This is an optimization exercise on Yosys and OpenROAD, whose aim is small area and a short achievable clock period, not a production implementation.
Function was checked by simulation only, so behaviour that the tests miss may differ from the original.

==> amber: inputs <==
==> flow/design.v (excerpt) <==
module ComplexALU (
    input             clk,
    input             reset,
    input             recoverFlag_i,
    input             valid_i,
    input      [7:0]  opcode_i,
    input      [31:0] data1_i,
    input      [31:0] data2_i,
    input      [5:0]  logDest_i,
    input      [6:0]  phyDest_i,
    input      [6:0]  alID_i,
    output reg        wbValid_o,
    output     [7:0]  wbFlags_o,
    output reg [31:0] wbData_o,
    output reg [5:0]  wbLogDest_o,
    output reg [6:0]  wbPhyDest_o,
    output reg [6:0]  wbAlID_o,
    output reg        toggleFlag_o
);
export LEC_CHECK = 0
export ABC_AREA = 1
export CAP_MARGIN = 20
export CORE_MARGIN = 2
export CORE_UTILIZATION = 50
export PLACE_DENSITY = 0.65
export SLEW_MARGIN = 20
create_clock -name core_clock -period 190.0 [get_ports {clk}]
run.sh (not shown) runs the stock make flow with config.mk's settings and CLKGATE_MAP_FILE= SYNTH_SCRIPT=/design/flow/synth_recipe.tcl, a recipe that flattens the netlist after the stock synthesis.
==> inputs of garnet, as changes to amber <==
--- a/flow/config.mk
+++ b/flow/config.mk
@@ -11,2 +11,4 @@
 export CORE_UTILIZATION = 50
+export CTS_CLUSTER_DIAMETER = 60
+export CTS_CLUSTER_SIZE = 24
 export PLACE_DENSITY = 0.65
==> impl_results.html <==
<table>
<tr><th>Metric</th><th>Value</th></tr>
<tr><th colspan="2">Outcome</th></tr>
<tr><td>Status</td><td>complete, no violations</td></tr>
<tr><th colspan="2">Timing</th></tr>
<tr><td>Portion of the clock cycle consumed by the worst path in the final layout</td><td>20.81%</td></tr>
<tr><th colspan="2">Clock tree</th></tr>
<tr><td>Skew-Pair Late Insertion Delay</td><td>690 ps</td></tr>
<tr><td>CTS buffer count</td><td>51</td></tr>
<tr><th colspan="2">GRT</th></tr>
<tr><td>Total GRT Usage</td><td>34.06%</td></tr>
<tr><td>Global routing met2 resource utilization</td><td>53.88%</td></tr>
<tr><th colspan="2">Route</th></tr>
<tr><td>Starting DRT DRC Count</td><td>5,119</td></tr>
<tr><td>Met2 routed WL</td><td>95,280 µm</td></tr>
<tr><th colspan="2">Setup path</th></tr>
<tr><td>Worst endpoint data arrival time</td><td>1540 ps</td></tr>
<tr><th colspan="2">Final layout</th></tr>
<tr><td>Share of final-layout standard cells stronger than drive strength 1</td><td>6.269%</td></tr>
<tr><td>Layout Utilization</td><td>54.64%</td></tr>
<tr><th colspan="2">Min path</th></tr>
<tr><td>Hold Path End</td><td>f_s2[14]</td></tr>
</table>
[end of results for amber]
==> impl_results.html <==
<table>
<tr><th>Metric</th><th>Value</th></tr>
<tr><th colspan="2">Min path</th></tr>
<tr><td>Hold Path End</td><td>f_s3[5]</td></tr>
<tr><th colspan="2">Outcome</th></tr>
<tr><td>Status</td><td>complete, no violations</td></tr>
<tr><th colspan="2">Clock tree</th></tr>
<tr><td>CTS buffer count</td><td>42</td></tr>
<tr><th colspan="2">Timing</th></tr>
<tr><td>Portion of the clock cycle consumed by the worst path in the final layout</td><td>20.80%</td></tr>
<tr><th colspan="2">Final layout</th></tr>
<tr><td>Share of final-layout standard cells stronger than drive strength 1</td><td>6.043%</td></tr>
<tr><td>Clock network area share</td><td>2.355%</td></tr>
<tr><th colspan="2">Route</th></tr>
<tr><td>Starting DRT DRC Count</td><td>5,281</td></tr>
<tr><td>Met2 routed WL</td><td>94,980 µm</td></tr>
<tr><th colspan="2">Setup path</th></tr>
<tr><td>Worst endpoint data arrival time</td><td>1520 ps</td></tr>
<tr><th colspan="2">GRT</th></tr>
<tr><td>Total GRT Usage</td><td>33.96%</td></tr>
</table>
[end of results for garnet]

-- port drivers added, routing unchanged --
How much do the figures lean on ideal ports? The routed layouts below were timed once more, with nothing changed but the port constraints. Step 1: set_driving_cell puts a clkbuf_16 on clk and a buf_2 on each other input, an assumption about the parent block. Step 2 moves the port delays by t, midway between the first and last clock arrival at a register: inputs arrive t later, outputs are due t later. That takes back most of the time a late clock gives input paths. Three values: no drivers, after step 1, after step 2; two values: the first two.
| run | t, ns | setup slack, ns | worst data-port slew with drivers (ns) |
|---|---|---|---|
| amber | 0.744 | 150.464 / 150.385 / 151.024 | 0.09 |
| garnet | 0.711 | 150.476 / 150.397 / 151.042 | 0.09 |
After both steps every run listed still meets setup and hold.
